What follows belongs to an exercise in optimizing a design on an open flow for small area and a short achievable clock period; a production flow would make more cautious choices.
Function was not checked in any run shown here: the RTL went through the layout flow alone.
No activity file was given, so power comes from the tool's default toggle rates.

==> flow/design.v (outline; a module is shown in full before it is edited, if it fits) <==
// module mod3_1: 2381 lines
module mod3_1(
  input clk,
  input reset_n,
  input signed [22:0] a,
  input signed [22:0] b,
  input signed [16:0] c,
  output signed [39:0] y
);
  // ...
==> flow/flow/run.sh <==
#!/bin/bash
# Layout flow: the standard layout (standard.sh) with two changes:
#  1. synthesis runs Yosys's synth with -noabc, so the generic "abc -fast" pass does not
#     restructure the design's adder cells before extract_fa; everything else in the
#     synthesis script (synth_recipe.tcl and ORFS synth.tcl) is unchanged.
#  2. the port buffers that place inserts are sky130_fd_sc_hd__buf_1 (buffer_ports
#     -buffer_cell) instead of the cell buffer_ports picks by default.
set -euo pipefail
work=$PWD
sed 's/synth -nofsm -noshare {\*}\$args/synth -nofsm -noshare -noabc {*}$args/' \
  synth_recipe.tcl > flow_synth.tcl
grep -q -- '-noabc' flow_synth.tcl
bash standard.sh "SYNTH_SCRIPT=$work/flow_synth.tcl" \
  "BUFFER_PORTS_ARGS=-buffer_cell ${PORT_BUF:-sky130_fd_sc_hd__buf_1}" finish \
  > flow_make.log 2>&1
==> flow/standard.sh <==
#!/bin/bash
# synth_recipe.tcl (not shown) runs the flow's synth.tcl, then flattens the netlist and writes it again
# the make line also repeats each setting of config.mk as NAME=value (left out here)
make -C /OpenROAD-flow-scripts/flow DESIGN_CONFIG=/design/flow/config.mk WORK_HOME=/design/flow/orfs CLKGATE_MAP_FILE= SYNTH_SCRIPT=/design/flow/synth_recipe.tcl "${@:-finish}"
==> flow/config.mk <==
export PLATFORM = sky130hd
export DESIGN_NAME = mod3_1
export DESIGN_NICKNAME = mod3_1
export VERILOG_FILES = /design/flow/design.v
export SDC_FILE = /design/flow/constraint.sdc
export NUM_CORES = 4
export LEC_CHECK = 0
export ABC_AREA = 1
export CAP_MARGIN = 20
export CORE_MARGIN = 2
export CORE_UTILIZATION = 65
export CTS_BUF_LIST = sky130_fd_sc_hd__clkbuf_8
export SETUP_SLACK_MARGIN = 3.4
export SLEW_MARGIN = 70
==> flow/constraint.sdc <==
create_clock -name core_clock -period 7.0 [get_ports {clk}]
set_input_delay 1.4000 -clock core_clock [delete_from_list [all_inputs] [get_ports {clk}]]
set_output_delay 1.4000 -clock core_clock [all_outputs]
set_load 0.01 [all_outputs]
==> reports/results.tsv, run 1 <==
stage	metric	value	unit
logic_synthesis	syn_area	14300	um2
power_and_ir_drop	p_clk_share	7.9	%
placement	pre_cts_ws	3210	ps
layout	nClkBuffers	17	
critical_path	crit_cells	10	
routing	dr.first_iter.drc_count	922	
die	nWellTaps	280	
critical_path	reg2reg_depth	8	
routing	top_layer	met4	
logic_synthesis	yosysSeqAreaShare	20.3	%
critical_path	worstSetupStartpointType	flop	
clock_tree	hold_buffers	0	
worst_hold_path	hold_path_depth	0	
layout	fill_cells	1680	
critical_path	cpPeakStageDelay	350	ps
worst_hold_path	worst_hold_path_type	flop to flop	
timing	setup_ws	3450	ps
clock_tree	cts.clk_slew.worst_paths	110	ps
clock_tree	clk_latency	470	ps
global_route	grt_start_max_net_pins	27	
power_and_ir_drop	power.share.switching	50.1	%
layout	largest_register	h0	
critical_path	cp.arrival	2150	ps
critical_path	slowest_stage	dfxtp_2	
layout	multi_input_area_share	67.3	%
logic_synthesis	synthXorXnorAreaFrac	15.1	%
outcome	status	no timing/DRC/antenna violations	
critical_path	cp_max_fo	4	
layout	seq_area	3030	um2
routing	wl_met1	15.5	mm
logic_synthesis	synthMuxAreaShare	0.157	%
routing	vias	11449	
global_route	grt_use_met2	50.3	%
logic_synthesis	synth.distinct_cells	37	
logic_synthesis	synth_compound_area_share	11.9	%
logic_synthesis	syn_nets	1966	
layout	num-nonclk-buffers	134	
layout	multi_input_area	10700	um2
critical_path	critPathBufInv	2	
==> inputs of run 2 (changes only) <==
--- a/flow/design.v
+++ b/flow/design.v
@@ -768,26 +768,26 @@
   wire ep712;
   wire eg713;
   wire ep714;
   wire eg715;
   wire ep716;
   wire eg717;
   wire ep718;
   wire eg719;
-  wire pg720;
-  wire pp721;
-  wire pg722;
-  wire pp723;
-  wire pg724;
-  wire pp725;
-  wire pg726;
-  wire pp727;
-  wire pg728;
-  wire pp729;
+  wire ep720;
+  wire eg721;
+  wire ep722;
+  wire eg723;
+  wire ep724;
+  wire eg725;
+  wire ep726;
+  wire eg727;
+  wire ep728;
+  wire eg729;
   wire pg730;
   wire pp731;
   wire pg732;
   wire pp733;
   wire pg734;
   wire pp735;
   wire pg736;
   wire pp737;
@@ -986,26 +986,26 @@
   wire pg930;
   wire pp931;
   wire pg932;
   wire pp933;
   wire pg934;
   wire pp935;
   wire pg936;
   wire pp937;
-  wire cc938;
-  wire cc939;
-  wire cc940;
-  wire cc941;
-  wire cc942;
-  wire cc943;
-  wire cc944;
-  wire cc945;
-  wire cc946;
-  wire cc947;
+  wire pg938;
+  wire pp939;
+  wire pg940;
+  wire pp941;
+  wire pg942;
+  wire pp943;
+  wire pg944;
+  wire pp945;
+  wire pg946;
+  wire pp947;
   wire cc948;
   wire cc949;
   wire cc950;
   wire cc951;
   wire cc952;
   wire cc953;
   wire cc954;
   wire cc955;
@@ -1014,26 +1014,26 @@
   wire cc958;
   wire cc959;
   wire cc960;
   wire cc961;
   wire cc962;
   wire cc963;
   wire cc964;
   wire cc965;
-  wire sp966;
-  wire sg967;
-  wire sp968;
-  wire sg969;
-  wire sp970;
-  wire sg971;
-  wire sp972;
-  wire sg973;
-  wire sp974;
-  wire sg975;
+  wire cc966;
+  wire cc967;
+  wire cc968;
+  wire cc969;
+  wire cc970;
+  wire cc971;
+  wire cc972;
+  wire cc973;
+  wire cc974;
+  wire cc975;
   wire sp976;
   wire sg977;
   wire sp978;
   wire sg979;
   wire sp980;
   wire sg981;
   wire sp982;
   wire sg983;
@@ -1062,26 +1062,26 @@
   wire sp1006;
   wire sg1007;
   wire sp1008;
   wire sg1009;
   wire sp1010;
   wire sg1011;
   wire sp1012;
   wire sg1013;
-  wire pg1014;
-  wire pp1015;
-  wire pg1016;
-  wire pp1017;
-  wire pg1018;
-  wire pp1019;
-  wire pg1020;
-  wire pp1021;
-  wire pg1022;
-  wire pp1023;
+  wire sp1014;
+  wire sg1015;
+  wire sp1016;
+  wire sg1017;
+  wire sp1018;
+  wire sg1019;
+  wire sp1020;
+  wire sg1021;
+  wire sp1022;
+  wire sg1023;
   wire pg1024;
   wire pp1025;
   wire pg1026;
   wire pp1027;
   wire pg1028;
   wire pp1029;
   wire pg1030;
   wire pp1031;
@@ -1136,16 +1136,26 @@
   wire pg1080;
   wire pp1081;
   wire pg1082;
   wire pp1083;
   wire pg1084;
   wire pp1085;
   wire pg1086;
   wire pp1087;
+  wire pg1088;
+  wire pp1089;
+  wire pg1090;
+  wire pp1091;
+  wire pg1092;
+  wire pp1093;
+  wire pg1094;
+  wire pp1095;
+  wire pg1096;
+  wire pp1097;
   assign pp1 = ((one0 & ~d2n[0])) ^ neg0;
   assign pp2 = ((one0 & ~d2n[1]) | (two0 & ~d2n[0])) ^ neg0;
   assign pp3 = ((one0 & ~d2n[2]) | (two0 & ~d2n[1])) ^ neg0;
   assign pp4 = ((one0 & ~d2n[3]) | (two0 & ~d2n[2])) ^ neg0;
   assign pp5 = ((one0 & ~d2n[4]) | (two0 & ~d2n[3])) ^ neg0;
   assign pp6 = ((one0 & ~d2n[5]) | (two0 & ~d2n[4])) ^ neg0;
   assign pp7 = ((one0 & ~d2n[6]) | (two0 & ~d2n[5])) ^ neg0;
   assign pp8 = ((one0 & ~d2n[7]) | (two0 & ~d2n[6])) ^ neg0;
@@ -1767,162 +1777,162 @@
   assign s624 = s484 ^ co549 ^ s550;
   assign co625 = (s484 & co549) | (s484 & s550) | (co549 & s550);
   assign s626 = co485 ^ s552 ^ co551;
   assign co627 = (co485 & s552) | (co485 & co551) | (s552 & co551);
   assign s628 = pp199 ^ co553 ^ s554;
   assign co629 = (pp199 & co553) | (pp199 & s554) | (co553 & s554);
   assign s630 = ci233 ^ co555;
   assign co631 = ci233 & co555;
-  assign sp966 = ~(a[0] ^ b[0]);
-  assign sg967 = a[0] | ~b[0];
-  assign sp968 = ~(a[1] ^ b[1]);
-  assign sg969 = a[1] & ~b[1];
-  assign sp970 = ~(a[2] ^ b[2]);
-  assign sg971 = a[2] & ~b[2];
-  assign sp972 = ~(a[3] ^ b[3]);
-  assign sg973 = a[3] & ~b[3];
-  assign sp974 = ~(a[4] ^ b[4]);
-  assign sg975 = a[4] & ~b[4];
-  assign sp976 = ~(a[5] ^ b[5]);
-  assign sg977 = a[5] & ~b[5];
-  assign sp978 = ~(a[6] ^ b[6]);
-  assign sg979 = a[6] & ~b[6];
-  assign sp980 = ~(a[7] ^ b[7]);
-  assign sg981 = a[7] & ~b[7];
-  assign sp982 = ~(a[8] ^ b[8]);
-  assign sg983 = a[8] & ~b[8];
-  assign sp984 = ~(a[9] ^ b[9]);
-  assign sg985 = a[9] & ~b[9];
-  assign sp986 = ~(a[10] ^ b[10]);
-  assign sg987 = a[10] & ~b[10];
-  assign sp988 = ~(a[11] ^ b[11]);
-  assign sg989 = a[11] & ~b[11];
-  assign sp990 = ~(a[12] ^ b[12]);
-  assign sg991 = a[12] & ~b[12];
-  assign sp992 = ~(a[13] ^ b[13]);
-  assign sg993 = a[13] & ~b[13];
-  assign sp994 = ~(a[14] ^ b[14]);
-  assign sg995 = a[14] & ~b[14];
-  assign sp996 = ~(a[15] ^ b[15]);
-  assign sg997 = a[15] & ~b[15];
-  assign sp998 = ~(a[16] ^ b[16]);
-  assign sg999 = a[16] & ~b[16];
-  assign sp1000 = ~(a[17] ^ b[17]);
-  assign sg1001 = a[17] & ~b[17];
-  assign sp1002 = ~(a[18] ^ b[18]);
-  assign sg1003 = a[18] & ~b[18];
-  assign sp1004 = ~(a[19] ^ b[19]);
-  assign sg1005 = a[19] & ~b[19];
-  assign sp1006 = ~(a[20] ^ b[20]);
-  assign sg1007 = a[20] & ~b[20];
-  assign sp1008 = ~(a[21] ^ b[21]);
-  assign sg1009 = a[21] & ~b[21];
-  assign sp1010 = ~(a[22] ^ b[22]);
-  assign sg1011 = a[22] & ~b[22];
-  assign sp1012 = ~(a[22] ^ b[22]);
-  assign sg1013 = a[22] & ~b[22];
-  assign pg1014 = sg969 | (sp968 & sg967);
-  assign pp1015 = sp968 & sp966;
-  assign pg1016 = sg973 | (sp972 & sg971);
-  assign pp1017 = sp972 & sp970;
-  assign pg1018 = sg977 | (sp976 & sg975);
-  assign pp1019 = sp976 & sp974;
-  assign pg1020 = sg981 | (sp980 & sg979);
-  assign pp1021 = sp980 & sp978;
-  assign pg1022 = sg985 | (sp984 & sg983);
-  assign pp1023 = sp984 & sp982;
-  assign pg1024 = sg989 | (sp988 & sg987);
-  assign pp1025 = sp988 & sp986;
-  assign pg1026 = sg993 | (sp992 & sg991);
-  assign pp1027 = sp992 & sp990;
-  assign pg1028 = sg997 | (sp996 & sg995);
-  assign pp1029 = sp996 & sp994;
-  assign pg1030 = sg1001 | (sp1000 & sg999);
-  assign pp1031 = sp1000 & sp998;
-  assign pg1032 = sg1005 | (sp1004 & sg1003);
-  assign pp1033 = sp1004 & sp1002;
-  assign pg1034 = sg1009 | (sp1008 & sg1007);
-  assign pp1035 = sp1008 & sp1006;
-  assign pg1036 = pg1016 | (pp1017 & pg1014);
-  assign pp1037 = pp1017 & pp1015;
-  assign pg1038 = pg1020 | (pp1021 & pg1018);
-  assign pp1039 = pp1021 & pp1019;
-  assign pg1040 = pg1024 | (pp1025 & pg1022);
-  assign pp1041 = pp1025 & pp1023;
-  assign pg1042 = pg1028 | (pp1029 & pg1026);
-  assign pp1043 = pp1029 & pp1027;
-  assign pg1044 = pg1032 | (pp1033 & pg1030);
-  assign pp1045 = pp1033 & pp1031;
-  assign pg1046 = pg1038 | (pp1039 & pg1036);
-  assign pp1047 = pp1039 & pp1037;
-  assign pg1048 = pg1042 | (pp1043 & pg1040);
-  assign pp1049 = pp1043 & pp1041;
-  assign pg1050 = pg1048 | (pp1049 & pg1046);
-  assign pp1051 = pp1049 & pp1047;
-  assign pg1052 = pg1040 | (pp1041 & pg1046);
-  assign pp1053 = pp1041 & pp1047;
-  assign pg1054 = pg1044 | (pp1045 & pg1050);
-  assign pp1055 = pp1045 & pp1051;
-  assign pg1056 = pg1018 | (pp1019 & pg1036);
-  assign pp1057 = pp1019 & pp1037;
-  assign pg1058 = pg1022 | (pp1023 & pg1046);
-  assign pp1059 = pp1023 & pp1047;
-  assign pg1060 = pg1026 | (pp1027 & pg1052);
-  assign pp1061 = pp1027 & pp1053;
-  assign pg1062 = pg1030 | (pp1031 & pg1050);
-  assign pp1063 = pp1031 & pp1051;
-  assign pg1064 = pg1034 | (pp1035 & pg1054);
-  assign pp1065 = pp1035 & pp1055;
-  assign pg1066 = sg971 | (sp970 & pg1014);
-  assign pp1067 = sp970 & pp1015;
-  assign pg1068 = sg975 | (sp974 & pg1036);
-  assign pp1069 = sp974 & pp1037;
-  assign pg1070 = sg979 | (sp978 & pg1056);
-  assign pp1071 = sp978 & pp1057;
-  assign pg1072 = sg983 | (sp982 & pg1046);
-  assign pp1073 = sp982 & pp1047;
-  assign pg1074 = sg987 | (sp986 & pg1058);
-  assign pp1075 = sp986 & pp1059;
-  assign pg1076 = sg991 | (sp990 & pg1052);
-  assign pp1077 = sp990 & pp1053;
-  assign pg1078 = sg995 | (sp994 & pg1060);
-  assign pp1079 = sp994 & pp1061;
-  assign pg1080 = sg999 | (sp998 & pg1050);
-  assign pp1081 = sp998 & pp1051;
-  assign pg1082 = sg1003 | (sp1002 & pg1062);
-  assign pp1083 = sp1002 & pp1063;
-  assign pg1084 = sg1007 | (sp1006 & pg1054);
-  assign pp1085 = sp1006 & pp1055;
-  assign pg1086 = sg1011 | (sp1010 & pg1064);
-  assign pp1087 = sp1010 & pp1065;
-  assign dsub[0] = ~sp966;
-  assign dsub[1] = sp968 ^ sg967;
-  assign dsub[2] = sp970 ^ pg1014;
-  assign dsub[3] = sp972 ^ pg1066;
-  assign dsub[4] = sp974 ^ pg1036;
-  assign dsub[5] = sp976 ^ pg1068;
-  assign dsub[6] = sp978 ^ pg1056;
-  assign dsub[7] = sp980 ^ pg1070;
-  assign dsub[8] = sp982 ^ pg1046;
-  assign dsub[9] = sp984 ^ pg1072;
-  assign dsub[10] = sp986 ^ pg1058;
-  assign dsub[11] = sp988 ^ pg1074;
-  assign dsub[12] = sp990 ^ pg1052;
-  assign dsub[13] = sp992 ^ pg1076;
-  assign dsub[14] = sp994 ^ pg1060;
-  assign dsub[15] = sp996 ^ pg1078;
-  assign dsub[16] = sp998 ^ pg1050;
-  assign dsub[17] = sp1000 ^ pg1080;
-  assign dsub[18] = sp1002 ^ pg1062;
-  assign dsub[19] = sp1004 ^ pg1082;
-  assign dsub[20] = sp1006 ^ pg1054;
-  assign dsub[21] = sp1008 ^ pg1084;
-  assign dsub[22] = sp1010 ^ pg1064;
-  assign dsub[23] = sp1012 ^ pg1086;
+  assign sp976 = ~(a[0] ^ b[0]);
+  assign sg977 = a[0] | ~b[0];
+  assign sp978 = ~(a[1] ^ b[1]);
+  assign sg979 = a[1] & ~b[1];
+  assign sp980 = ~(a[2] ^ b[2]);
+  assign sg981 = a[2] & ~b[2];
+  assign sp982 = ~(a[3] ^ b[3]);
+  assign sg983 = a[3] & ~b[3];
+  assign sp984 = ~(a[4] ^ b[4]);
+  assign sg985 = a[4] & ~b[4];
+  assign sp986 = ~(a[5] ^ b[5]);
+  assign sg987 = a[5] & ~b[5];
+  assign sp988 = ~(a[6] ^ b[6]);
+  assign sg989 = a[6] & ~b[6];
+  assign sp990 = ~(a[7] ^ b[7]);
+  assign sg991 = a[7] & ~b[7];
+  assign sp992 = ~(a[8] ^ b[8]);
+  assign sg993 = a[8] & ~b[8];
+  assign sp994 = ~(a[9] ^ b[9]);
+  assign sg995 = a[9] & ~b[9];
+  assign sp996 = ~(a[10] ^ b[10]);
+  assign sg997 = a[10] & ~b[10];
+  assign sp998 = ~(a[11] ^ b[11]);
+  assign sg999 = a[11] & ~b[11];
+  assign sp1000 = ~(a[12] ^ b[12]);
+  assign sg1001 = a[12] & ~b[12];
+  assign sp1002 = ~(a[13] ^ b[13]);
+  assign sg1003 = a[13] & ~b[13];
+  assign sp1004 = ~(a[14] ^ b[14]);
+  assign sg1005 = a[14] & ~b[14];
+  assign sp1006 = ~(a[15] ^ b[15]);
+  assign sg1007 = a[15] & ~b[15];
+  assign sp1008 = ~(a[16] ^ b[16]);
+  assign sg1009 = a[16] & ~b[16];
+  assign sp1010 = ~(a[17] ^ b[17]);
+  assign sg1011 = a[17] & ~b[17];
+  assign sp1012 = ~(a[18] ^ b[18]);
+  assign sg1013 = a[18] & ~b[18];
+  assign sp1014 = ~(a[19] ^ b[19]);
+  assign sg1015 = a[19] & ~b[19];
+  assign sp1016 = ~(a[20] ^ b[20]);
+  assign sg1017 = a[20] & ~b[20];
+  assign sp1018 = ~(a[21] ^ b[21]);
+  assign sg1019 = a[21] & ~b[21];
+  assign sp1020 = ~(a[22] ^ b[22]);
+  assign sg1021 = a[22] & ~b[22];
+  assign sp1022 = ~(a[22] ^ b[22]);
+  assign sg1023 = a[22] & ~b[22];
+  assign pg1024 = sg979 | (sp978 & sg977);
+  assign pp1025 = sp978 & sp976;
+  assign pg1026 = sg983 | (sp982 & sg981);
+  assign pp1027 = sp982 & sp980;
+  assign pg1028 = sg987 | (sp986 & sg985);
+  assign pp1029 = sp986 & sp984;
+  assign pg1030 = sg991 | (sp990 & sg989);
+  assign pp1031 = sp990 & sp988;
+  assign pg1032 = sg995 | (sp994 & sg993);
+  assign pp1033 = sp994 & sp992;
+  assign pg1034 = sg999 | (sp998 & sg997);
+  assign pp1035 = sp998 & sp996;
+  assign pg1036 = sg1003 | (sp1002 & sg1001);
+  assign pp1037 = sp1002 & sp1000;
+  assign pg1038 = sg1007 | (sp1006 & sg1005);
+  assign pp1039 = sp1006 & sp1004;
+  assign pg1040 = sg1011 | (sp1010 & sg1009);
+  assign pp1041 = sp1010 & sp1008;
+  assign pg1042 = sg1015 | (sp1014 & sg1013);
+  assign pp1043 = sp1014 & sp1012;
+  assign pg1044 = sg1019 | (sp1018 & sg1017);
+  assign pp1045 = sp1018 & sp1016;
+  assign pg1046 = pg1026 | (pp1027 & pg1024);
+  assign pp1047 = pp1027 & pp1025;
+  assign pg1048 = pg1030 | (pp1031 & pg1028);
+  assign pp1049 = pp1031 & pp1029;
+  assign pg1050 = pg1034 | (pp1035 & pg1032);
+  assign pp1051 = pp1035 & pp1033;
+  assign pg1052 = pg1038 | (pp1039 & pg1036);
+  assign pp1053 = pp1039 & pp1037;
+  assign pg1054 = pg1042 | (pp1043 & pg1040);
+  assign pp1055 = pp1043 & pp1041;
+  assign pg1056 = pg1048 | (pp1049 & pg1046);
+  assign pp1057 = pp1049 & pp1047;
+  assign pg1058 = pg1052 | (pp1053 & pg1050);
+  assign pp1059 = pp1053 & pp1051;
+  assign pg1060 = pg1058 | (pp1059 & pg1056);
+  assign pp1061 = pp1059 & pp1057;
+  assign pg1062 = pg1050 | (pp1051 & pg1056);
+  assign pp1063 = pp1051 & pp1057;
+  assign pg1064 = pg1054 | (pp1055 & pg1060);
+  assign pp1065 = pp1055 & pp1061;
+  assign pg1066 = pg1028 | (pp1029 & pg1046);
+  assign pp1067 = pp1029 & pp1047;
+  assign pg1068 = pg1032 | (pp1033 & pg1056);
+  assign pp1069 = pp1033 & pp1057;
+  assign pg1070 = pg1036 | (pp1037 & pg1062);
+  assign pp1071 = pp1037 & pp1063;
+  assign pg1072 = pg1040 | (pp1041 & pg1060);
+  assign pp1073 = pp1041 & pp1061;
+  assign pg1074 = pg1044 | (pp1045 & pg1064);
+  assign pp1075 = pp1045 & pp1065;
+  assign pg1076 = sg981 | (sp980 & pg1024);
+  assign pp1077 = sp980 & pp1025;
+  assign pg1078 = sg985 | (sp984 & pg1046);
+  assign pp1079 = sp984 & pp1047;
+  assign pg1080 = sg989 | (sp988 & pg1066);
+  assign pp1081 = sp988 & pp1067;
+  assign pg1082 = sg993 | (sp992 & pg1056);
+  assign pp1083 = sp992 & pp1057;
+  assign pg1084 = sg997 | (sp996 & pg1068);
+  assign pp1085 = sp996 & pp1069;
+  assign pg1086 = sg1001 | (sp1000 & pg1062);
+  assign pp1087 = sp1000 & pp1063;
+  assign pg1088 = sg1005 | (sp1004 & pg1070);
+  assign pp1089 = sp1004 & pp1071;
+  assign pg1090 = sg1009 | (sp1008 & pg1060);
+  assign pp1091 = sp1008 & pp1061;
+  assign pg1092 = sg1013 | (sp1012 & pg1072);
+  assign pp1093 = sp1012 & pp1073;
+  assign pg1094 = sg1017 | (sp1016 & pg1064);
+  assign pp1095 = sp1016 & pp1065;
+  assign pg1096 = sg1021 | (sp1020 & pg1074);
+  assign pp1097 = sp1020 & pp1075;
+  assign dsub[0] = ~sp976;
+  assign dsub[1] = sp978 ^ sg977;
+  assign dsub[2] = sp980 ^ pg1024;
+  assign dsub[3] = sp982 ^ pg1076;
+  assign dsub[4] = sp984 ^ pg1046;
+  assign dsub[5] = sp986 ^ pg1078;
+  assign dsub[6] = sp988 ^ pg1066;
+  assign dsub[7] = sp990 ^ pg1080;
+  assign dsub[8] = sp992 ^ pg1056;
+  assign dsub[9] = sp994 ^ pg1082;
+  assign dsub[10] = sp996 ^ pg1068;
+  assign dsub[11] = sp998 ^ pg1084;
+  assign dsub[12] = sp1000 ^ pg1062;
+  assign dsub[13] = sp1002 ^ pg1086;
+  assign dsub[14] = sp1004 ^ pg1070;
+  assign dsub[15] = sp1006 ^ pg1088;
+  assign dsub[16] = sp1008 ^ pg1060;
+  assign dsub[17] = sp1010 ^ pg1090;
+  assign dsub[18] = sp1012 ^ pg1072;
+  assign dsub[19] = sp1014 ^ pg1092;
+  assign dsub[20] = sp1016 ^ pg1064;
+  assign dsub[21] = sp1018 ^ pg1094;
+  assign dsub[22] = sp1020 ^ pg1074;
+  assign dsub[23] = sp1022 ^ pg1096;
   assign fp632 = neg0 ^ pp1;
   assign fg633 = neg0 & pp1;
   assign fp634 = pp2;
   assign fg635 = 1'b0;
   assign fp636 = s556 ^ pp26;
   assign fg637 = s556 & pp26;
   assign fp638 = co557 ^ s558;
   assign fg639 = co557 & s558;
@@ -2001,26 +2011,26 @@
   assign h0_d[1] = co577 ^ s578;
   assign h1_d[1] = co577 & s578;
   assign h0_d[2] = co579 ^ s580;
   assign h1_d[2] = co579 & s580;
   assign h0_d[3] = co581 ^ s582;
   assign h1_d[3] = co581 & s582;
   assign h0_d[4] = co583 ^ s584;
   assign h1_d[4] = co583 & s584;
-  assign h0_d[5] = co585 ^ s586;
-  assign h1_d[5] = co585 & s586;
-  assign h0_d[6] = co587 ^ s588;
-  assign h1_d[6] = co587 & s588;
-  assign h0_d[7] = co589 ^ s590;
-  assign h1_d[7] = co589 & s590;
-  assign h0_d[8] = co591 ^ s592;
-  assign h1_d[8] = co591 & s592;
-  assign h0_d[9] = co593 ^ s594;
-  assign h1_d[9] = co593 & s594;
+  assign h0_d[5] = co585;
+  assign h1_d[5] = s586;
+  assign h0_d[6] = co587;
+  assign h1_d[6] = s588;
+  assign h0_d[7] = co589;
+  assign h1_d[7] = s590;
+  assign h0_d[8] = co591;
+  assign h1_d[8] = s592;
+  assign h0_d[9] = co593;
+  assign h1_d[9] = s594;
   assign h0_d[10] = co595;
   assign h1_d[10] = s596;
   assign h0_d[11] = co597;
   assign h1_d[11] = s598;
   assign h0_d[12] = co599;
   assign h1_d[12] = s600;
   assign h0_d[13] = co601;
   assign h1_d[13] = s602;
@@ -2047,60 +2057,60 @@
   assign h0_d[24] = co623 ^ s624;
   assign h1_d[24] = co623 & s624;
   assign h0_d[25] = co625 ^ s626;
   assign h1_d[25] = co625 & s626;
   assign h0_d[26] = co627 ^ s628;
   assign h1_d[26] = co627 & s628;
   assign h0_d[27] = co629 ^ s630;
   assign h1_d[27] = co629 & s630;
-  assign ep696 = h0[10] ^ h1[10];
-  assign eg697 = h0[10] & h1[10];
-  assign ep698 = h0[11] ^ h1[11];
-  assign eg699 = h0[11] & h1[11];
-  assign ep700 = h0[12] ^ h1[12];
-  assign eg701 = h0[12] & h1[12];
-  assign ep702 = h0[13] ^ h1[13];
-  assign eg703 = h0[13] & h1[13];
-  assign ep704 = h0[14] ^ h1[14];
-  assign eg705 = h0[14] & h1[14];
-  assign ep706 = h0[15] ^ h1[15];
-  assign eg707 = h0[15] & h1[15];
-  assign ep708 = h0[16] ^ h1[16];
-  assign eg709 = h0[16] & h1[16];
-  assign ep710 = h0[17] ^ h1[17];
-  assign eg711 = h0[17] & h1[17];
-  assign ep712 = h0[18] ^ h1[18];
-  assign eg713 = h0[18] & h1[18];
-  assign ep714 = h0[19] ^ h1[19];
-  assign eg715 = h0[19] & h1[19];
-  assign ep716 = h0[20] ^ h1[20];
-  assign eg717 = h0[20] & h1[20];
-  assign ep718 = h0[21] ^ h1[21];
-  assign eg719 = h0[21] & h1[21];
-  assign pg720 = h1[1] | (h0[1] & h1[0]);
-  assign pp721 = h0[1] & h0[0];
-  assign pg722 = h1[2] | (h0[2] & h1[1]);
-  assign pp723 = h0[2] & h0[1];
-  assign pg724 = h1[3] | (h0[3] & h1[2]);
-  assign pp725 = h0[3] & h0[2];
-  assign pg726 = h1[4] | (h0[4] & h1[3]);
-  assign pp727 = h0[4] & h0[3];
-  assign pg728 = h1[5] | (h0[5] & h1[4]);
-  assign pp729 = h0[5] & h0[4];
-  assign pg730 = h1[6] | (h0[6] & h1[5]);
-  assign pp731 = h0[6] & h0[5];
-  assign pg732 = h1[7] | (h0[7] & h1[6]);
-  assign pp733 = h0[7] & h0[6];
-  assign pg734 = h1[8] | (h0[8] & h1[7]);
-  assign pp735 = h0[8] & h0[7];
-  assign pg736 = h1[9] | (h0[9] & h1[8]);
-  assign pp737 = h0[9] & h0[8];
-  assign pg738 = eg697 | (ep696 & h1[9]);
-  assign pp739 = ep696 & h0[9];
+  assign ep696 = h0[5] ^ h1[5];
+  assign eg697 = h0[5] & h1[5];
+  assign ep698 = h0[6] ^ h1[6];
+  assign eg699 = h0[6] & h1[6];
+  assign ep700 = h0[7] ^ h1[7];
+  assign eg701 = h0[7] & h1[7];
+  assign ep702 = h0[8] ^ h1[8];
+  assign eg703 = h0[8] & h1[8];
+  assign ep704 = h0[9] ^ h1[9];
+  assign eg705 = h0[9] & h1[9];
+  assign ep706 = h0[10] ^ h1[10];
+  assign eg707 = h0[10] & h1[10];
+  assign ep708 = h0[11] ^ h1[11];
+  assign eg709 = h0[11] & h1[11];
+  assign ep710 = h0[12] ^ h1[12];
+  assign eg711 = h0[12] & h1[12];
+  assign ep712 = h0[13] ^ h1[13];
+  assign eg713 = h0[13] & h1[13];
+  assign ep714 = h0[14] ^ h1[14];
+  assign eg715 = h0[14] & h1[14];
+  assign ep716 = h0[15] ^ h1[15];
+  assign eg717 = h0[15] & h1[15];
+  assign ep718 = h0[16] ^ h1[16];
+  assign eg719 = h0[16] & h1[16];
+  assign ep720 = h0[17] ^ h1[17];
+  assign eg721 = h0[17] & h1[17];
+  assign ep722 = h0[18] ^ h1[18];
+  assign eg723 = h0[18] & h1[18];
+  assign ep724 = h0[19] ^ h1[19];
+  assign eg725 = h0[19] & h1[19];
+  assign ep726 = h0[20] ^ h1[20];
+  assign eg727 = h0[20] & h1[20];
+  assign ep728 = h0[21] ^ h1[21];
+  assign eg729 = h0[21] & h1[21];
+  assign pg730 = h1[1] | (h0[1] & h1[0]);
+  assign pp731 = h0[1] & h0[0];
+  assign pg732 = h1[2] | (h0[2] & h1[1]);
+  assign pp733 = h0[2] & h0[1];
+  assign pg734 = h1[3] | (h0[3] & h1[2]);
+  assign pp735 = h0[3] & h0[2];
+  assign pg736 = h1[4] | (h0[4] & h1[3]);
+  assign pp737 = h0[4] & h0[3];
+  assign pg738 = eg697 | (ep696 & h1[4]);
+  assign pp739 = ep696 & h0[4];
   assign pg740 = eg699 | (ep698 & eg697);
   assign pp741 = ep698 & ep696;
   assign pg742 = eg701 | (ep700 & eg699);
   assign pp743 = ep700 & ep698;
   assign pg744 = eg703 | (ep702 & eg701);
   assign pp745 = ep702 & ep700;
   assign pg746 = eg705 | (ep704 & eg703);
   assign pp747 = ep704 & ep702;
@@ -2113,40 +2123,40 @@
   assign pg754 = eg713 | (ep712 & eg711);
   assign pp755 = ep712 & ep710;
   assign pg756 = eg715 | (ep714 & eg713);
   assign pp757 = ep714 & ep712;
   assign pg758 = eg717 | (ep716 & eg715);
   assign pp759 = ep716 & ep714;
   assign pg760 = eg719 | (ep718 & eg717);
   assign pp761 = ep718 & ep716;
-  assign pg762 = h1[22] | (h0[22] & eg719);
-  assign pp763 = h0[22] & ep718;
-  assign pg764 = h1[23] | (h0[23] & h1[22]);
-  assign pp765 = h0[23] & h0[22];
-  assign pg766 = h1[24] | (h0[24] & h1[23]);
-  assign pp767 = h0[24] & h0[23];
-  assign pg768 = h1[25] | (h0[25] & h1[24]);
-  assign pp769 = h0[25] & h0[24];
-  assign pg770 = h1[26] | (h0[26] & h1[25]);
-  assign pp771 = h0[26] & h0[25];
-  assign pg772 = h1[27] | (h0[27] & h1[26]);
-  assign pp773 = h0[27] & h0[26];
-  assign pg774 = pg722 | (pp723 & h1[0]);
-  assign pp775 = pp723 & h0[0];
-  assign pg776 = pg724 | (pp725 & pg720);
-  assign pp777 = pp725 & pp721;
-  assign pg778 = pg726 | (pp727 & pg722);
-  assign pp779 = pp727 & pp723;
-  assign pg780 = pg728 | (pp729 & pg724);
-  assign pp781 = pp729 & pp725;
-  assign pg782 = pg730 | (pp731 & pg726);
-  assign pp783 = pp731 & pp727;
-  assign pg784 = pg732 | (pp733 & pg728);
-  assign pp785 = pp733 & pp729;
+  assign pg762 = eg721 | (ep720 & eg719);
+  assign pp763 = ep720 & ep718;
+  assign pg764 = eg723 | (ep722 & eg721);
+  assign pp765 = ep722 & ep720;
+  assign pg766 = eg725 | (ep724 & eg723);
+  assign pp767 = ep724 & ep722;
+  assign pg768 = eg727 | (ep726 & eg725);
+  assign pp769 = ep726 & ep724;
+  assign pg770 = eg729 | (ep728 & eg727);
+  assign pp771 = ep728 & ep726;
+  assign pg772 = h1[22] | (h0[22] & eg729);
+  assign pp773 = h0[22] & ep728;
+  assign pg774 = h1[23] | (h0[23] & h1[22]);
+  assign pp775 = h0[23] & h0[22];
+  assign pg776 = h1[24] | (h0[24] & h1[23]);
+  assign pp777 = h0[24] & h0[23];
+  assign pg778 = h1[25] | (h0[25] & h1[24]);
+  assign pp779 = h0[25] & h0[24];
+  assign pg780 = h1[26] | (h0[26] & h1[25]);
+  assign pp781 = h0[26] & h0[25];
+  assign pg782 = h1[27] | (h0[27] & h1[26]);
+  assign pp783 = h0[27] & h0[26];
+  assign pg784 = pg732 | (pp733 & h1[0]);
+  assign pp785 = pp733 & h0[0];
   assign pg786 = pg734 | (pp735 & pg730);
   assign pp787 = pp735 & pp731;
   assign pg788 = pg736 | (pp737 & pg732);
   assign pp789 = pp737 & pp733;
   assign pg790 = pg738 | (pp739 & pg734);
   assign pp791 = pp739 & pp735;
   assign pg792 = pg740 | (pp741 & pg736);
   assign pp793 = pp741 & pp737;
@@ -2177,30 +2187,30 @@
   assign pg818 = pg766 | (pp767 & pg762);
   assign pp819 = pp767 & pp763;
   assign pg820 = pg768 | (pp769 & pg764);
   assign pp821 = pp769 & pp765;
   assign pg822 = pg770 | (pp771 & pg766);
   assign pp823 = pp771 & pp767;
   assign pg824 = pg772 | (pp773 & pg768);
   assign pp825 = pp773 & pp769;
-  assign pg826 = pg778 | (pp779 & h1[0]);
-  assign pp827 = pp779 & h0[0];
-  assign pg828 = pg780 | (pp781 & pg720);
-  assign pp829 = pp781 & pp721;
-  assign pg830 = pg782 | (pp783 & pg774);
-  assign pp831 = pp783 & pp775;
-  assign pg832 = pg784 | (pp785 & pg776);
-  assign pp833 = pp785 & pp777;
-  assign pg834 = pg786 | (pp787 & pg778);
-  assign pp835 = pp787 & pp779;
-  assign pg836 = pg788 | (pp789 & pg780);
-  assign pp837 = pp789 & pp781;
-  assign pg838 = pg790 | (pp791 & pg782);
-  assign pp839 = pp791 & pp783;
+  assign pg826 = pg774 | (pp775 & pg770);
+  assign pp827 = pp775 & pp771;
+  assign pg828 = pg776 | (pp777 & pg772);
+  assign pp829 = pp777 & pp773;
+  assign pg830 = pg778 | (pp779 & pg774);
+  assign pp831 = pp779 & pp775;
+  assign pg832 = pg780 | (pp781 & pg776);
+  assign pp833 = pp781 & pp777;
+  assign pg834 = pg782 | (pp783 & pg778);
+  assign pp835 = pp783 & pp779;
+  assign pg836 = pg788 | (pp789 & h1[0]);
+  assign pp837 = pp789 & h0[0];
+  assign pg838 = pg790 | (pp791 & pg730);
+  assign pp839 = pp791 & pp731;
   assign pg840 = pg792 | (pp793 & pg784);
   assign pp841 = pp793 & pp785;
   assign pg842 = pg794 | (pp795 & pg786);
   assign pp843 = pp795 & pp787;
   assign pg844 = pg796 | (pp797 & pg788);
   assign pp845 = pp797 & pp789;
   assign pg846 = pg798 | (pp799 & pg790);
   assign pp847 = pp799 & pp791;
@@ -2225,34 +2235,34 @@
   assign pg866 = pg818 | (pp819 & pg810);
   assign pp867 = pp819 & pp811;
   assign pg868 = pg820 | (pp821 & pg812);
   assign pp869 = pp821 & pp813;
   assign pg870 = pg822 | (pp823 & pg814);
   assign pp871 = pp823 & pp815;
   assign pg872 = pg824 | (pp825 & pg816);
   assign pp873 = pp825 & pp817;
-  assign pg874 = pg834 | (pp835 & h1[0]);
-  assign pp875 = pp835 & h0[0];
-  assign pg876 = pg836 | (pp837 & pg720);
-  assign pp877 = pp837 & pp721;
-  assign pg878 = pg838 | (pp839 & pg774);
-  assign pp879 = pp839 & pp775;
-  assign pg880 = pg840 | (pp841 & pg776);
-  assign pp881 = pp841 & pp777;
-  assign pg882 = pg842 | (pp843 & pg826);
-  assign pp883 = pp843 & pp827;
-  assign pg884 = pg844 | (pp845 & pg828);
-  assign pp885 = pp845 & pp829;
-  assign pg886 = pg846 | (pp847 & pg830);
-  assign pp887 = pp847 & pp831;
-  assign pg888 = pg848 | (pp849 & pg832);
-  assign pp889 = pp849 & pp833;
-  assign pg890 = pg850 | (pp851 & pg834);
-  assign pp891 = pp851 & pp835;
+  assign pg874 = pg826 | (pp827 & pg818);
+  assign pp875 = pp827 & pp819;
+  assign pg876 = pg828 | (pp829 & pg820);
+  assign pp877 = pp829 & pp821;
+  assign pg878 = pg830 | (pp831 & pg822);
+  assign pp879 = pp831 & pp823;
+  assign pg880 = pg832 | (pp833 & pg824);
+  assign pp881 = pp833 & pp825;
+  assign pg882 = pg834 | (pp835 & pg826);
+  assign pp883 = pp835 & pp827;
+  assign pg884 = pg844 | (pp845 & h1[0]);
+  assign pp885 = pp845 & h0[0];
+  assign pg886 = pg846 | (pp847 & pg730);
+  assign pp887 = pp847 & pp731;
+  assign pg888 = pg848 | (pp849 & pg784);
+  assign pp889 = pp849 & pp785;
+  assign pg890 = pg850 | (pp851 & pg786);
+  assign pp891 = pp851 & pp787;
   assign pg892 = pg852 | (pp853 & pg836);
   assign pp893 = pp853 & pp837;
   assign pg894 = pg854 | (pp855 & pg838);
   assign pp895 = pp855 & pp839;
   assign pg896 = pg856 | (pp857 & pg840);
   assign pp897 = pp857 & pp841;
   assign pg898 = pg858 | (pp859 & pg842);
   assign pp899 = pp859 & pp843;
@@ -2265,109 +2275,119 @@
   assign pg906 = pg866 | (pp867 & pg850);
   assign pp907 = pp867 & pp851;
   assign pg908 = pg868 | (pp869 & pg852);
   assign pp909 = pp869 & pp853;
   assign pg910 = pg870 | (pp871 & pg854);
   assign pp911 = pp871 & pp855;
   assign pg912 = pg872 | (pp873 & pg856);
   assign pp913 = pp873 & pp857;
-  assign pg914 = pg890 | (pp891 & h1[0]);
-  assign pp915 = pp891 & h0[0];
-  assign pg916 = pg892 | (pp893 & pg720);
-  assign pp917 = pp893 & pp721;
-  assign pg918 = pg894 | (pp895 & pg774);
-  assign pp919 = pp895 & pp775;
-  assign pg920 = pg896 | (pp897 & pg776);
-  assign pp921 = pp897 & pp777;
-  assign pg922 = pg898 | (pp899 & pg826);
-  assign pp923 = pp899 & pp827;
-  assign pg924 = pg900 | (pp901 & pg828);
-  assign pp925 = pp901 & pp829;
-  assign pg926 = pg902 | (pp903 & pg830);
-  assign pp927 = pp903 & pp831;
-  assign pg928 = pg904 | (pp905 & pg832);
-  assign pp929 = pp905 & pp833;
-  assign pg930 = pg906 | (pp907 & pg874);
-  assign pp931 = pp907 & pp875;
-  assign pg932 = pg908 | (pp909 & pg876);
-  assign pp933 = pp909 & pp877;
-  assign pg934 = pg910 | (pp911 & pg878);
-  assign pp935 = pp911 & pp879;
-  assign pg936 = pg912 | (pp913 & pg880);
-  assign pp937 = pp913 & pp881;
-  assign cc938 = h1[0] | (h0[0] & cyq);
-  assign cc939 = pg720 | (pp721 & cyq);
-  assign cc940 = pg774 | (pp775 & cyq);
-  assign cc941 = pg776 | (pp777 & cyq);
-  assign cc942 = pg826 | (pp827 & cyq);
-  assign cc943 = pg828 | (pp829 & cyq);
-  assign cc944 = pg830 | (pp831 & cyq);
-  assign cc945 = pg832 | (pp833 & cyq);
-  assign cc946 = pg874 | (pp875 & cyq);
-  assign cc947 = pg876 | (pp877 & cyq);
-  assign cc948 = pg878 | (pp879 & cyq);
-  assign cc949 = pg880 | (pp881 & cyq);
-  assign cc950 = pg882 | (pp883 & cyq);
-  assign cc951 = pg884 | (pp885 & cyq);
-  assign cc952 = pg886 | (pp887 & cyq);
-  assign cc953 = pg888 | (pp889 & cyq);
-  assign cc954 = pg914 | (pp915 & cyq);
-  assign cc955 = pg916 | (pp917 & cyq);
-  assign cc956 = pg918 | (pp919 & cyq);
-  assign cc957 = pg920 | (pp921 & cyq);
-  assign cc958 = pg922 | (pp923 & cyq);
-  assign cc959 = pg924 | (pp925 & cyq);
-  assign cc960 = pg926 | (pp927 & cyq);
-  assign cc961 = pg928 | (pp929 & cyq);
-  assign cc962 = pg930 | (pp931 & cyq);
-  assign cc963 = pg932 | (pp933 & cyq);
-  assign cc964 = pg934 | (pp935 & cyq);
-  assign cc965 = pg936 | (pp937 & cyq);
+  assign pg914 = pg874 | (pp875 & pg858);
+  assign pp915 = pp875 & pp859;
+  assign pg916 = pg876 | (pp877 & pg860);
+  assign pp917 = pp877 & pp861;
+  assign pg918 = pg878 | (pp879 & pg862);
+  assign pp919 = pp879 & pp863;
+  assign pg920 = pg880 | (pp881 & pg864);
+  assign pp921 = pp881 & pp865;
+  assign pg922 = pg882 | (pp883 & pg866);
+  assign pp923 = pp883 & pp867;
+  assign pg924 = pg900 | (pp901 & h1[0]);
+  assign pp925 = pp901 & h0[0];
+  assign pg926 = pg902 | (pp903 & pg730);
+  assign pp927 = pp903 & pp731;
+  assign pg928 = pg904 | (pp905 & pg784);
+  assign pp929 = pp905 & pp785;
+  assign pg930 = pg906 | (pp907 & pg786);
+  assign pp931 = pp907 & pp787;
+  assign pg932 = pg908 | (pp909 & pg836);
+  assign pp933 = pp909 & pp837;
+  assign pg934 = pg910 | (pp911 & pg838);
+  assign pp935 = pp911 & pp839;
+  assign pg936 = pg912 | (pp913 & pg840);
+  assign pp937 = pp913 & pp841;
+  assign pg938 = pg914 | (pp915 & pg842);
+  assign pp939 = pp915 & pp843;
+  assign pg940 = pg916 | (pp917 & pg884);
+  assign pp941 = pp917 & pp885;
+  assign pg942 = pg918 | (pp919 & pg886);
+  assign pp943 = pp919 & pp887;
+  assign pg944 = pg920 | (pp921 & pg888);
+  assign pp945 = pp921 & pp889;
+  assign pg946 = pg922 | (pp923 & pg890);
+  assign pp947 = pp923 & pp891;
+  assign cc948 = h1[0] | (h0[0] & cyq);
+  assign cc949 = pg730 | (pp731 & cyq);
+  assign cc950 = pg784 | (pp785 & cyq);
+  assign cc951 = pg786 | (pp787 & cyq);
+  assign cc952 = pg836 | (pp837 & cyq);
+  assign cc953 = pg838 | (pp839 & cyq);
+  assign cc954 = pg840 | (pp841 & cyq);
+  assign cc955 = pg842 | (pp843 & cyq);
+  assign cc956 = pg884 | (pp885 & cyq);
+  assign cc957 = pg886 | (pp887 & cyq);
+  assign cc958 = pg888 | (pp889 & cyq);
+  assign cc959 = pg890 | (pp891 & cyq);
+  assign cc960 = pg892 | (pp893 & cyq);
+  assign cc961 = pg894 | (pp895 & cyq);
+  assign cc962 = pg896 | (pp897 & cyq);
+  assign cc963 = pg898 | (pp899 & cyq);
+  assign cc964 = pg924 | (pp925 & cyq);
+  assign cc965 = pg926 | (pp927 & cyq);
+  assign cc966 = pg928 | (pp929 & cyq);
+  assign cc967 = pg930 | (pp931 & cyq);
+  assign cc968 = pg932 | (pp933 & cyq);
+  assign cc969 = pg934 | (pp935 & cyq);
+  assign cc970 = pg936 | (pp937 & cyq);
+  assign cc971 = pg938 | (pp939 & cyq);
+  assign cc972 = pg940 | (pp941 & cyq);
+  assign cc973 = pg942 | (pp943 & cyq);
+  assign cc974 = pg944 | (pp945 & cyq);
+  assign cc975 = pg946 | (pp947 & cyq);
   wire [39:0] sum;
   assign sum[0] = ylo[0];
   assign sum[1] = ylo[1];
   assign sum[2] = ylo[2];
   assign sum[3] = ylo[3];
   assign sum[4] = ylo[4];
   assign sum[5] = ylo[5];
   assign sum[6] = ylo[6];
   assign sum[7] = ylo[7];
   assign sum[8] = ylo[8];
   assign sum[9] = ylo[9];
   assign sum[10] = ylo[10];
   assign sum[11] = ylo[11];
   assign sum[12] = h0[0] ^ cyq;
-  assign sum[13] = h0[1] ^ cc938;
-  assign sum[14] = h0[2] ^ cc939;
-  assign sum[15] = h0[3] ^ cc940;
-  assign sum[16] = h0[4] ^ cc941;
-  assign sum[17] = h0[5] ^ cc942;
-  assign sum[18] = h0[6] ^ cc943;
-  assign sum[19] = h0[7] ^ cc944;
-  assign sum[20] = h0[8] ^ cc945;
-  assign sum[21] = h0[9] ^ cc946;
-  assign sum[22] = ep696 ^ cc947;
-  assign sum[23] = ep698 ^ cc948;
-  assign sum[24] = ep700 ^ cc949;
-  assign sum[25] = ep702 ^ cc950;
-  assign sum[26] = ep704 ^ cc951;
-  assign sum[27] = ep706 ^ cc952;
-  assign sum[28] = ep708 ^ cc953;
-  assign sum[29] = ep710 ^ cc954;
-  assign sum[30] = ep712 ^ cc955;
-  assign sum[31] = ep714 ^ cc956;
-  assign sum[32] = ep716 ^ cc957;
-  assign sum[33] = ep718 ^ cc958;
-  assign sum[34] = h0[22] ^ cc959;
-  assign sum[35] = h0[23] ^ cc960;
-  assign sum[36] = h0[24] ^ cc961;
-  assign sum[37] = h0[25] ^ cc962;
-  assign sum[38] = h0[26] ^ cc963;
-  assign sum[39] = h0[27] ^ cc964;
+  assign sum[13] = h0[1] ^ cc948;
+  assign sum[14] = h0[2] ^ cc949;
+  assign sum[15] = h0[3] ^ cc950;
+  assign sum[16] = h0[4] ^ cc951;
+  assign sum[17] = ep696 ^ cc952;
+  assign sum[18] = ep698 ^ cc953;
+  assign sum[19] = ep700 ^ cc954;
+  assign sum[20] = ep702 ^ cc955;
+  assign sum[21] = ep704 ^ cc956;
+  assign sum[22] = ep706 ^ cc957;
+  assign sum[23] = ep708 ^ cc958;
+  assign sum[24] = ep710 ^ cc959;
+  assign sum[25] = ep712 ^ cc960;
+  assign sum[26] = ep714 ^ cc961;
+  assign sum[27] = ep716 ^ cc962;
+  assign sum[28] = ep718 ^ cc963;
+  assign sum[29] = ep720 ^ cc964;
+  assign sum[30] = ep722 ^ cc965;
+  assign sum[31] = ep724 ^ cc966;
+  assign sum[32] = ep726 ^ cc967;
+  assign sum[33] = ep728 ^ cc968;
+  assign sum[34] = h0[22] ^ cc969;
+  assign sum[35] = h0[23] ^ cc970;
+  assign sum[36] = h0[24] ^ cc971;
+  assign sum[37] = h0[25] ^ cc972;
+  assign sum[38] = h0[26] ^ cc973;
+  assign sum[39] = h0[27] ^ cc974;
   assign y = sum & {40{~kq}};
   always @(posedge clk) begin
     d1n <= ~dsub;
     r1q <= ~reset_n;
     d2n <= d1n;
     f1q <= ~reset_n | r1q;
     onen_q <= ~one_w;
     twon_q <= ~two_w;
==> reports/results.tsv, run 2 <==
stage	metric	value	unit	change
outcome	status	no timing/DRC/antenna violations		
clock_tree	h-tree-depth	4		
routing	wl_per_cell	18.2	um	
clock_tree	cts_root_buf	clkbuf_8		
routing	wirelength	35.4	mm	
power_and_ir_drop	p_per_area	546	nW/um2	
timing	worst-slew-pin-transition	431	ps	
timing	setup_viol	0		
timing	drv_slew	0		
logic_synthesis	postSynth.asyncResetShare	0	%	
power_and_ir_drop	power	0.00864	W	
timing	rsz0062_at_grt	yes		
timing	finalClockSkew	29.3	ps	
layout	largest_register	h0		
routing	drc	0		
worst_hold_path	hold_path_depth	0		unchanged
clock_tree	cts_tree	done		
global_route	overflow	0		
worst_hold_path	worst_hold_path_type	flop to flop		
logic_synthesis	synth_largest_area_cell	fa_1		
global_route	grt_start_max_net_pins	27		unchanged
clock_tree	clk_latency	470	ps	about the same
logic_synthesis	synth-edff-count	0		
layout	largest_reg_flops	28		
critical_path	critPathTopFamily	simple AND/OR/NAND/NOR gates		
routing	drt-pass1-iter-count	5		
logic_synthesis	syn_area_per_cell	8.77	um2	
logic_synthesis	synth_most_common_cell	xor2_1		
clock_tree	cts.clk_slew.worst_paths	110	ps	about the same
layout	layout_common_cells	234 x xor2_1, 184 x o22ai_1, 180 x nand2_1		
timing	fin_crit	3520	ps	
logic_synthesis	yosys_warnings	1		
routing	ant_nets	0		
layout	layout.nets	1998		
critical_path	slowest_stage	dfxtp_2		
critical_path	reg2reg_depth	7		-1
clock_tree	clock-sinks	145		
global_route	antenna_found_initial	0		
routing	dr.first_iter.drc_count	1003		+8.8%
die	row_count	54		
logic_synthesis	ys.flop_type	dfxtp_1		
routing	routed_via_density	5.77		
layout	final_layout_size_suffix_gt1_share	15.1	%	
logic_synthesis	synth.distinct_cells	35		-5.4%
die	initial_utilization	65.8	%	
clock_tree	cts_buffer_depth	2		
routing	vias	11261		-1.6%
critical_path	cp.arrival	2120	ps	-30 ps
die	die_w	152	um	
logic_synthesis	synth_seq_cells	145		
logic_synthesis	syn_inst	1627		
logic_synthesis	synth_common_cells	235 x xor2_1, 204 x nand2_1, 184 x o22ai_1, 176 x fa_1, 176 x inv_1		
timing	post-route-period-util	50.2	%	
critical_path	critPathBufInv	1		-1
logic_synthesis	syn_nets	1968		+0.10%
layout	final_common_cell	xor2_1		
timing	clock.fmax	0.284	GHz	
timing	relSlewSlack	71.3	%	
logic_synthesis	synthTopCellsByArea	fa_1 25%, dfxtp_1 20%, xor2_1 14%, ha_1 8.8%, o22ai_1 8.1%		
critical_path	crit_cells	9		-1
critical_path	cpMostUsedCell	nand3_2		
placement	dp_hpwl	25.7	mm	
layout	reg.largest.list	h0 (28), h1 (27)		
critical_path	path_cells	ha_4, nand2_4, nor2_4, nand4_1, nand3_2, nand3_2, a21oi_1, nor2_2, buf_2		
logic_synthesis	yosysSeqAreaShare	20.3	%	+0.044 points
critical_path	cp-end-kind	primary output		
global_route	grt_pass1_wl	58.0	mm	
logic_synthesis	synth_top_cell_area_share	24.7	%	
global_route	grt_pass1_vias	11412		
critical_path	required	5600	ps	
placement	place.gp.congestion	0.968		
timing	fin_setup_tns	0	ps	
placement	portBuffers	104		
clock_tree	hold_buffers	0		unchanged
critical_path	worstSetupStartpointType	flop		
critical_path	cp_max_fo	4		unchanged
logic_synthesis	syn_area	14300	um2	-0.22%
critical_path	crit_type	flop to primary output		
timing	hold_viol	0		
layout	area_delta_synth_final	10.9	%	
die	die_h	152	um	
die	ioPinCount	105		
power_and_ir_drop	ir_drop	0.000442	V	
critical_path	cpPeakStageDelay	340	ps	about the same
global_route	grt.total_usage	31.3	%	
job	cap_violations	0		
layout	num_antenna_cells	0		
die	core	21700	um2	
power_and_ir_drop	power.leakage	7.24	nW	
clock_tree	cts_made_buffers	17		
die	die-area	23200	um2	
[run 2: cell type report]
cell class | instances | area [um2]
well taps | 280 | 350
fillers | 1646 | 5870
multi-input cells | 1184 | 10700
clock inverters | 15 | 181
repair buffers | 132 | 644
flip-flops and latches | 145 | 3030
inverters | 177 | 669
clock buffers | 17 | 234
[run 2: cell families after synthesis]
family	share of synthesized area, %
simple gates	11.0
buf+inv	8.09
compound gates	12.0
fa+ha+maj	33.5
xor+xnor	15.0
flops	20.3
mux	0.158
[run 2: final timing paths]
| check | start | end | slack [ps] |
|---|---|---|---|
| worst max-delay path | h1[5] | y[36] | 3480 |
| worst min-delay path | d1n[0] | d2n[0] | 320 |
| worst max register to register | neg_q[2] | h0[4] | 3630 |
| worst min register to register | d1n[0] | d2n[0] | 320 |
[run 2: worst reg2reg max path, stage by stage, from the launching register on]
cell and delay [ps]:
dfxtp_2 550, buf_4 330, xor2_1 200, fa_1 460, fa_1 450, fa_1 570
fa_1 430, ha_1 270
[run 2: through the flow]
stage               worst slack (ps)  instances  hold slack (ps)  utilization (%)  cell area [um2]
floorplan                       3560       1627              310                -            14300
global placement                3340       1904              310             67.4            14600
detailed placement              3320       1904              312             67.8            14700
CTS                             3400       1936              327             70.9            15400
global route                    3350       1950              337             73.0            15800
finish                          3480       1950              325             73.0            15800
[run 2: power by group]
part | internal, W | leakage, nW | total, W | switching, W
Combinational | 0.00277 | 5.81 | 0.00630 | 0.00353
Sequential | 0.00128 | 1.23 | 0.00167 | 0.000389
Clock | 0.000276 | 0.209 | 0.000678 | 0.000402
[run 2: what timing repair did]
| action | 4_1_cts | 5_1_grt |
|---|---|---|
| buffers inserted | 0 | 14 |
| gates resized for setup | 48 | 106 |
| endpoints found under the setup margin | 17 | 19 |
| pin swaps | 6 | 45 |
[run 2: routing by layer]
metal | vias to the layer above | global-route usage [%] | wire length [um]
li1 | 5320 | - | -
met1 | 5302 | 41.9 | 15100
met2 | 540 | 51.3 | 16400
met3 | 99 | 6.11 | 2860
met4 | 0 | 10.7 | 1100
met5 | - | 0 | 0

==> separate check: timing with driven ports <==
The results above use ideal ports. As a check the final layouts listed here were re-extracted and re-timed, cells and wires unchanged. Step 1 (the two cells are an assumption about what drives the block):
set clk [get_ports {clk}]
set_driving_cell -lib_cell sky130_fd_sc_hd__clkbuf_16 $clk
set_driving_cell -lib_cell sky130_fd_sc_hd__buf_2 [delete_from_list [all_inputs] $clk]
Step 2 also shifts input and output timing later by t, the mid clock arrival at the registers, as if the neighbouring blocks saw the same clock. Slacks: ideal / step 1 / step 2; pairs: ideal / step 1.
run	t, ns	slack for setup (ns)	hold WS [ns]	latest minus earliest clock arrival (ns)	slew at the worst register clock pin (ns)
run 1	0.500	3.450 / 3.407 / 3.269	0.316 / 0.316 / 0.316	0.027 / 0.027	0.11 / 0.11
run 2	0.506	3.483 / 3.437 / 3.342	0.325 / 0.325 / 0.325	0.029 / 0.029	0.12 / 0.12
After both steps every run listed still meets setup and hold. For run 1, which loses most, drivers alone change the setup slack by -0.043 ns; drivers and shift together by -0.181 ns.
